Source: an optimization exercise on an open RTL-to-GDS flow (aim: a short achievable clock period and low power). Production flows keep margins and buffers that such runs may drop.
No functional check of the RTL was part of any run shown here.
Power is estimated from default activity; no workload was simulated.

## flow/design.v (module list and top-level ports; edited modules follow where they fit)
// module bn_mul_tree: 3741 lines
// module bn_mac_unit: 272 lines
module bn_mac_unit (
	input wire aclk,
	input wire aresetn,
	input wire aclken,
	input wire bypass,
	input wire[1:0] bn_calfmt,
	input wire[4:0] fixed_point_quat_accrc,
	input wire[31:0] mac_cell_i_op_a,
	input wire[31:0] mac_cell_i_op_x,
	input wire[31:0] mac_cell_i_op_b,
	input wire mac_cell_i_is_a_eq_1,
	input wire mac_cell_i_is_b_eq_0,
	input wire[1:0] mac_cell_i_info_along,
	input wire mac_cell_i_vld,
	output wire[31:0] mac_cell_o_res,
	output wire[1:0] mac_cell_o_info_along,
	output wire mac_cell_o_vld
);
  // ...
==> flow/run.sh <==
#!/bin/bash
# synth_recipe.tcl (not shown) runs the flow's synth.tcl, then flattens the netlist and writes it again
# the make line also repeats each setting of config.mk as NAME=value (left out here)
make -C /OpenROAD-flow-scripts/flow DESIGN_CONFIG=/design/flow/config.mk WORK_HOME=/design/flow/orfs CLKGATE_MAP_FILE= SYNTH_SCRIPT=/design/flow/synth_recipe.tcl finish
==> flow/config.mk <==
export PLATFORM = sky130hd
export DESIGN_NAME = bn_mac_unit
export DESIGN_NICKNAME = bn_mac_unit
export VERILOG_FILES = /design/flow/design.v
export SDC_FILE = /design/flow/constraint.sdc
export NUM_CORES = 4
export LEC_CHECK = 0
export ABC_AREA = 1
export CAP_MARGIN = 20
export CORE_MARGIN = 2
export CORE_UTILIZATION = 40
export CTS_BUF_LIST = sky130_fd_sc_hd__clkbuf_8 sky130_fd_sc_hd__clkbuf_16
export CTS_CLUSTER_DIAMETER = 100
export CTS_CLUSTER_SIZE = 25
export SETUP_SLACK_MARGIN = 5
export SLEW_MARGIN = 20
==> flow/constraint.sdc <==
create_clock -name core_clock -period 9.0 [get_ports {aclk}]
set_input_delay 1.8000 -clock core_clock [delete_from_list [all_inputs] [get_ports {aclk}]]
set_output_delay 1.8000 -clock core_clock [all_outputs]
set_load 0.01 [all_outputs]
==> impl_metrics.tcl, run 1 <==
set metrics [dict create \
    status "timing/DRC/antenna clean" \
    tns_ps 0 \
    hp-start "B1[8]" \
    cts.clk_slew.worst_paths_ps 100 \
    path_cells "buf_12 -> buf_4 -> xnor2_4 -> nand2_1 -> nor4_1 -> nand2_2 -> nor2_4 -> inv_1 -> ha_1 -> a21oi_2 -> buf_4 -> nand4_1 -> xnor2_1" \
    powerDensity_nw_per_um2 221 \
    required_ps 9480 \
    timing.fmax_mhz 251 \
    pg_clk_w 0.00285 \
    synth_seq_cells 1009 \
    p_comb_w 0.00725 \
    p_switching_w 0.00658 \
    hold_viol 0 \
    wl_um 212000 \
    criticalPathCategory "flop to flop" \
    synthesis.area_um2 69400 \
    wl_per_cell_um 22.8 \
    initial_core_util_pct 40.4 \
    mostFrequentLayoutCell "inv_1" \
    met1_usage_pct 29.5 \
    fillers 16345 \
    die_x_um 421 \
    cp-end-kind "flop" \
    rsz0062_at_grt "true" \
    antenna-diode-count 0 \
]
==> run 2, diff against run 1 <==
--- a/flow/config.mk
+++ b/flow/config.mk
@@ -10,7 +10,7 @@
 export CORE_MARGIN = 2
 export CORE_UTILIZATION = 40
 export CTS_BUF_LIST = sky130_fd_sc_hd__clkbuf_8 sky130_fd_sc_hd__clkbuf_16
-export CTS_CLUSTER_DIAMETER = 100
-export CTS_CLUSTER_SIZE = 25
+export CTS_CLUSTER_DIAMETER = 90
+export CTS_CLUSTER_SIZE = 30
 export SETUP_SLACK_MARGIN = 5
 export SLEW_MARGIN = 20
==> impl_metrics.tcl, run 2 <==
set metrics [dict create \
    synth_most_common_cell "inv_1" \
    r2r_start "SUM5[32]" \
    criticalPathCategory "flop to flop" \
    hold_path.class "flop to flop" \
    drc 0 \
    cap_viol_max_count 0 \
    h-tree-depth 2 \
    fin_cells 9311 \
    worst_pin_slew_ps 1080 \
    fin_ws_ps 5030 \
    wl_per_cell_um 22.8 \
    ys_warn_count 2 \
    ys_async_sr_fraction_pct 0.793 \
    hp-start "B3[22]" \
    fin_hold_ws_ps 418 \
    finalSetupViolCount 0 \
    via_per_inst 5.56 \
    grt.busiest_layer "met2" \
    clock_latency_ps 760 \
    synthFlopType "edfxtp_1" \
    vias 51742 \
    reg2reg_slack_ps 5030 \
    dieArea_um2 177000 \
    antenna_found_initial 3 \
    netlist.area_leader.share_pct 43.0 \
    num_rows 152 \
    die_y_um 421 \
    mostFrequentLayoutCell "inv_1" \
    cts_root_buffer "clkbuf_16" \
    ys_seq_area_share_pct 43.5 \
    cts_tree "yes" \
    slowest_delay_ps 520 \
    skew_ps 86.5 \
    cp-end-kind "flop" \
    hold_end "B4[22]" \
    wl_um 212000 \
    syn2layout_area_growth_pct 10.7 \
    multi_input_area_um2 34400 \
    cts_buffer_depth 3 \
    synth_seq_cells 1009 \
    tns_ps 0 \
    path_cells "buf_12 -> buf_4 -> xnor2_4 -> nand2_1 -> nor4_2 -> nand2_2 -> nor2_4 -> inv_1 -> ha_1 -> a21oi_2 -> nand2_2 -> nor3_2 -> xor2_1" \
    yosysTopAreaCell "edfxtp_1" \
    cts.sinks 1009 \
    antenna-diode-count 0 \
    io_pins 147 \
    crit_slowest_cell "edfxtp_1" \
    maxSlewViolCount 0 \
    gp_congestion 0.905 \
    ff2ff_path_depth 13 \
    finalCritPeriodShare_pct 44.2 \
    use_met3_pct 4.41 \
    layout-drive-gt1-share_pct 6.81 \
    cp_data_arrival_time_ps 4490 \
    syn_nets 7733 \
    ant_nets 0 \
    port-buffer-count 146 \
    synth_cells 6989 \
    core_um2 172000 \
    synthesis.area_um2 69400 \
    critPathMaxFanout 11 \
    whs_path_depth 0 \
    drtIter0Drc 5030 \
    p_leak_nw 31.2 \
    initial_core_util_pct 40.4 \
    timing.fmax_mhz 252 \
    startpoint_type "flop" \
    place.detailed.hpwl_um 148000 \
    final-seq-area_um2 30200 \
    ir_worst_vdd_v 0.000208 \
    dpl_worst_slack_ps 3770 \
    final_nets 7698 \
    rsz0062_at_grt "true" \
    first_global_vias 52398 \
    grt_pass1_wl_um 318000 \
    grt_start_max_net_pins 183 \
    final_core_util_pct 44.7 \
    cp_common_cell "nand2_2" \
    yosys-top-cells-count "1,065 x inv_1, 995 x edfxtp_1, 897 x nand2_1" \
    reg_top3 "P3 x64, RS2 x64, RC2 x63" \
    required_ps 9510 \
    drtPass1Iterations 8 \
    fillers 16248 \
    cts.clk_slew.worst_paths_ps 110 \
    overflow 0 \
    syn-mean-instance-area_um2 9.93 \
    place_inst 9150 \
    track_usage_pct 23.6 \
    hold_viol 0 \
    die_x_um 421 \
    status "timing/DRC/antenna clean" \
    synth_edf_count 995 \
    relSlewSlack_pct 27.6 \
    cts_made_buffers 58 \
    finalCriticalPeriod_ps 3970 \
    final_cell_mix "1,038 x inv_1, 995 x edfxtp_1, 866 x nand2_1, 663 x xor2_1, 519 x o22ai_1" \
    cts_hold_buffers 0 \
    reg2reg_to "PE6[9]" \
    yosysUniqueCellTypes 69 \
    grt_util_met2_pct 39.3 \
    powerDensity_nw_per_um2 225 \
    met1_usage_pct 29.4 \
    synth_area_leaders "edfxtp_1 43%, fa_1 13%, xor2_1 8.4%" \
]
## run 2: worst max-delay path by stage
stage / end / depth (start not counted) / slack [ps] / startpoint
3_5_place_dp: tree_u.r3_s1043 / 5 / 3770 / aclken
6_report: PE6[9] / 13 / 5030 / SUM5[32]
3_3_place_gp: PE6[9] / 42 / 3640 / SUM5[32]
5_1_grt: PE6[9] / 42 / 4750 / SUM5[32]
2_1_floorplan: AXE1[0] / 2 / 1140 / aclken
4_1_cts: PE6[9] / 12 / 4870 / SUM5[32]
## run 2: kinds of logic (layout without fill, tap and decap cells)
group,Yosys count,after routing,synth area share [%]
adder cells (fa/ha/maj),632,632,16.1
flip-flops,1009,1009,43.5
AO/OA/AOI/OAI,1338,1338,11.2
AND/OR/NAND/NOR,1666,1672,10.1
buffers and inverters,1491,1497,8.16
XOR/XNOR,770,770,9.72
multiplexers,83,83,1.20
## run 2: power breakdown
part           switching [W]  total [W]  internal, W
registers           0.000290    0.00671      0.00642
clock network        0.00190    0.00330      0.00139
logic                0.00461    0.00727      0.00266
## run 2: repair_timing
action                     in CTS  in global routing
setup buffers                   7                 33
pin swaps                       3                 46
cloned                          4                  9
gates resized for setup        30                158
setup endpoints to repair     421                382
## run 2: per-layer routing
metal  vias up  share of wire (%)
met5         -              0.022
met4         6                5.7
met3       682                8.3
met2      2526                 47
met1     25130                 39
li1      23398                  -
## run 2: critical path, delay by kind of cell (launching register included)
family	cells	cell delay, ps
xor+xnor	2	530
flops	1	520
buf+inv	3	730
fa+ha+maj	1	430
compound gates	1	200
simple gates	6	1380
## run 2: area by class of cell
cell class,instances,area share [%]
clock buffer,58,1.89
clock inverter,49,1.05
inverter,1084,5.35
multi-input combinational,4495,44.8
sequential,1009,39.3
tap,2310,3.76
timing repair buffer,305,3.83
timing repair inverter,1,0.00652
## run 2: stage by stage
| step | total power (W) | area, um^2 |
|---|---|---|
| 6_report | 0.0173 | 76800 |
| 2_1_floorplan | 0.0112 | 69500 |
| 4_1_cts | 0.0171 | 75700 |
| 3_5_place_dp | 0.0137 | 73200 |
| 3_3_place_gp | 0.0136 | 73200 |
| 5_1_grt | 0.0184 | 76800 |
==> run 3, diff against run 2 <==
--- a/flow/config.mk
+++ b/flow/config.mk
@@ -9,8 +9,8 @@
 export CAP_MARGIN = 20
 export CORE_MARGIN = 2
 export CORE_UTILIZATION = 40
-export CTS_BUF_LIST = sky130_fd_sc_hd__clkbuf_8 sky130_fd_sc_hd__clkbuf_16
-export CTS_CLUSTER_DIAMETER = 90
-export CTS_CLUSTER_SIZE = 30
+export CTS_BUF_LIST = sky130_fd_sc_hd__clkbuf_16
+export CTS_CLUSTER_DIAMETER = 100
+export CTS_CLUSTER_SIZE = 24
 export SETUP_SLACK_MARGIN = 5
 export SLEW_MARGIN = 20
==> impl_metrics.tcl, run 3 <==
set metrics [dict create \
    synth_area_leaders "edfxtp_1 43%, fa_1 13%, xor2_1 8.4%" \
    timing.fmax_mhz 249 \
    hold_viol 0 \
    cts.clk_slew.worst_paths_ps 90 \
    skew_ps 91.3 \
    first_global_vias 52493 \
    io_pins 147 \
    port-buffer-count 146 \
    ir_worst_vdd_v 0.000161 \
    die_y_um 421 \
    final_cell_mix "1,043 x inv_1, 995 x edfxtp_1, 845 x nand2_1, 664 x xor2_1, 519 x o22ai_1" \
    criticalPathCategory "flop to flop" \
    synth_edf_count 995 \
    drtIter0Drc 4952 \
    cap_viol_max_count 0 \
    cts_made_buffers 55 \
    grt_start_max_net_pins 183 \
    syn_nets 7733 \
    status "timing/DRC/antenna clean" \
    place.detailed.hpwl_um 148000 \
    p_seq_share_pct 39.7 \
    cts_buffer_depth 3 \
    core_um2 172000 \
    drtPass1Iterations 8 \
    ant_nets 0 \
    synthFlopType "edfxtp_1" \
    reg_top3 "P3 x64, RS2 x64, RC2 x63" \
    drc 0 \
    relSlewSlack_pct 23.0 \
    gp_congestion 0.905 \
    syn-mean-instance-area_um2 9.93 \
    hold_path.class "flop to flop" \
    ys_async_sr_fraction_pct 0.793 \
    cts_hold_buffers 0 \
    ys_seq_area_share_pct 43.5 \
    startpoint_type "flop" \
    initial_core_util_pct 40.4 \
    worst_pin_slew_ps 1150 \
    p_leak_nw 31.2 \
    wl_um 213000 \
    p_comb_share_pct 43.5 \
    cts_tree "yes" \
    wl_per_cell_um 22.8 \
    final_nets 7711 \
    yosysTopAreaCell "edfxtp_1" \
    overflow 0 \
    vias 51649 \
    finalCriticalPeriod_ps 4020 \
    clkPwrFrac_pct 16.8 \
    whs_path_depth 0 \
    mostFrequentLayoutCell "inv_1" \
    synth_cells 6989 \
    dieArea_um2 177000 \
    finalSetupViolCount 0 \
    rsz0062_at_grt "true" \
    antenna_found_initial 3 \
    finalCritPeriodShare_pct 44.7 \
    p_int_w 0.0103 \
    via_per_inst 5.55 \
    syn2layout_area_growth_pct 10.7 \
    required_ps 9460 \
    track_usage_pct 23.6 \
    ys_warn_count 2 \
    layout-drive-gt1-share_pct 7.61 \
    final-seq-area_um2 30200 \
    cts_root_buffer "clkbuf_16" \
    h-tree-depth 2 \
    multi_input_area_um2 34800 \
    yosys-top-cells-count "1,065 x inv_1, 995 x edfxtp_1, 897 x nand2_1" \
    cts.sinks 1009 \
    synth_most_common_cell "inv_1" \
    num_rows 152 \
    p_switching_w 0.00661 \
    maxSlewViolCount 0 \
    synthesis.area_um2 69400 \
    cp-end-kind "flop" \
    die_x_um 421 \
    cp_data_arrival_time_ps 4480 \
    critPathMaxFanout 21 \
    clock_latency_ps 750 \
    synth_seq_cells 1009 \
    fillers 16255 \
    netlist.area_leader.share_pct 43.0 \
    grt_pass1_wl_um 318000 \
    total_power_w 0.0169 \
    switching_share_pct 39.1 \
    yosysUniqueCellTypes 69 \
    powerDensity_nw_per_um2 220 \
    ff2ff_path_depth 7 \
    tns_ps 0 \
]
-- run 3: cell counts after synthesis --
Identical to the previous run, type by type.
-- run 3: critical path: stages (launching register included) --
cell and delay, ps:
edfxtp_1 330, buf_4 470, clkinv_1 830, xor2_1 460, fa_1 520, fa_1 560
inv_1 50, fa_1 490
-- run 3: layer usage --
layer | share of wire [%] | vias up | wire, um | global-route usage, %
met4 | 5.7 | 4 | 12200 | 11.8
li1 | - | 23408 | - | -
met1 | 39 | 25117 | 83100 | 29.3
met2 | 47 | 2408 | 100000 | 39.3
met3 | 7.9 | 712 | 16800 | 4.44
met5 | 0.012 | - | 26 | 0
-- run 3: worst paths after layout --
kind,startpoint,to,slack (ps)
worst max-delay path,NEG0[2],tree_u.r3_s973,4980
worst min-delay path,B3[22],B4[22],410
worst max register to register,NEG0[2],tree_u.r3_s973,4980
worst min register to register,B3[22],B4[22],410
max in group asynchronous,aresetn,v[5],7370
min in group asynchronous,aresetn,v[0],1360
-- run 3: logic make-up after synthesis --
| family | synth area share [%] |
|---|---|
| simple gates | 10.1 |
| buf+inv | 8.16 |
| compound gates | 11.2 |
| flops | 43.5 |
| xor+xnor | 9.72 |
| fa+ha+maj | 16.1 |
| mux | 1.20 |
-- run 3: area by class of cell --
| cell class | instances | share of cell area, % |
|---|---|---|
| Multi-Input combinational cell | 4494 | 45.3 |
| Clock inverter | 29 | 0.427 |
| Timing Repair Buffer | 322 | 4.04 |
| Clock buffer | 55 | 1.79 |
| Inverter | 1084 | 5.35 |
| Sequential cell | 1009 | 39.3 |
| Timing Repair inverter | 1 | 0.00652 |
| Tap cell | 2310 | 3.76 |
| Antenna cell | 1 | 0.00326 |
-- run 3: stage by stage --
stage	util (%)	setup slack, ps	hold slack (ps)	cells	area (um^2)
after CTS	43.7	4990	410	9248	75200
final	44.7	4980	410	9305	76800
after floorplan	-	1140	400	6989	69500
after global placement	42.5	3640	400	9149	73200
after global routing	44.7	4770	417	9304	76800
after detailed placement	42.6	3770	405	9150	73200
-- run 3: timing repair --
action / in CTS / in global routing
setup buffers: 9 / 48
gates resized for setup: 38 / 246
cloned: 5 / 7
endpoints found under the hold margin: 0 / 0
endpoints found under the setup margin: 440 / 377
pin swaps: 5 / 84
-- run 3: power by group through the flow --
stage	Sequential [W]	Combinational, W	Clock (W)
floorplan	0.00673	0.00444	0
global placement	0.00681	0.00679	0
detailed placement	0.00683	0.00691	0
CTS	0.00672	0.00698	0.00294
global route	0.00678	0.00814	0.00307
finish	0.00671	0.00735	0.00285

-- port drivers added, routing unchanged --
How much do the figures lean on ideal ports? The routed layouts below were timed once more, with nothing changed but the port constraints. Step 1: set_driving_cell puts a clkbuf_16 on aclk and a buf_2 on each other input, an assumption about the parent block. Step 2 adds t to the input delays and takes it off the output delays; t is the mean of the earliest and latest rising clock arrival at the registers after step 1. Input paths then give back, and output paths get back, about the clock's delay inside the block. Three values: no drivers, after step 1, after step 2; two values: the first two.
run | shift t [ns] | setup slack, ns | hold slack, ns | slew at the worst register clock pin (ns)
run 1 | 0.787 | 5.020 / 5.020 / 4.607 | 0.423 / 0.423 / 0.423 | 0.12 / 0.12
run 2 | 0.797 | 5.026 / 5.026 / 4.402 | 0.418 / 0.418 / 0.418 | 0.12 / 0.12
run 3 | 0.790 | 4.980 / 4.980 / 4.317 | 0.410 / 0.410 / 0.410 | 0.11 / 0.11
After both steps setup and hold are still met in every run listed. The setup slack of run 3, which loses most, moves by 0.000 ns with the drivers and by -0.663 ns with both steps.
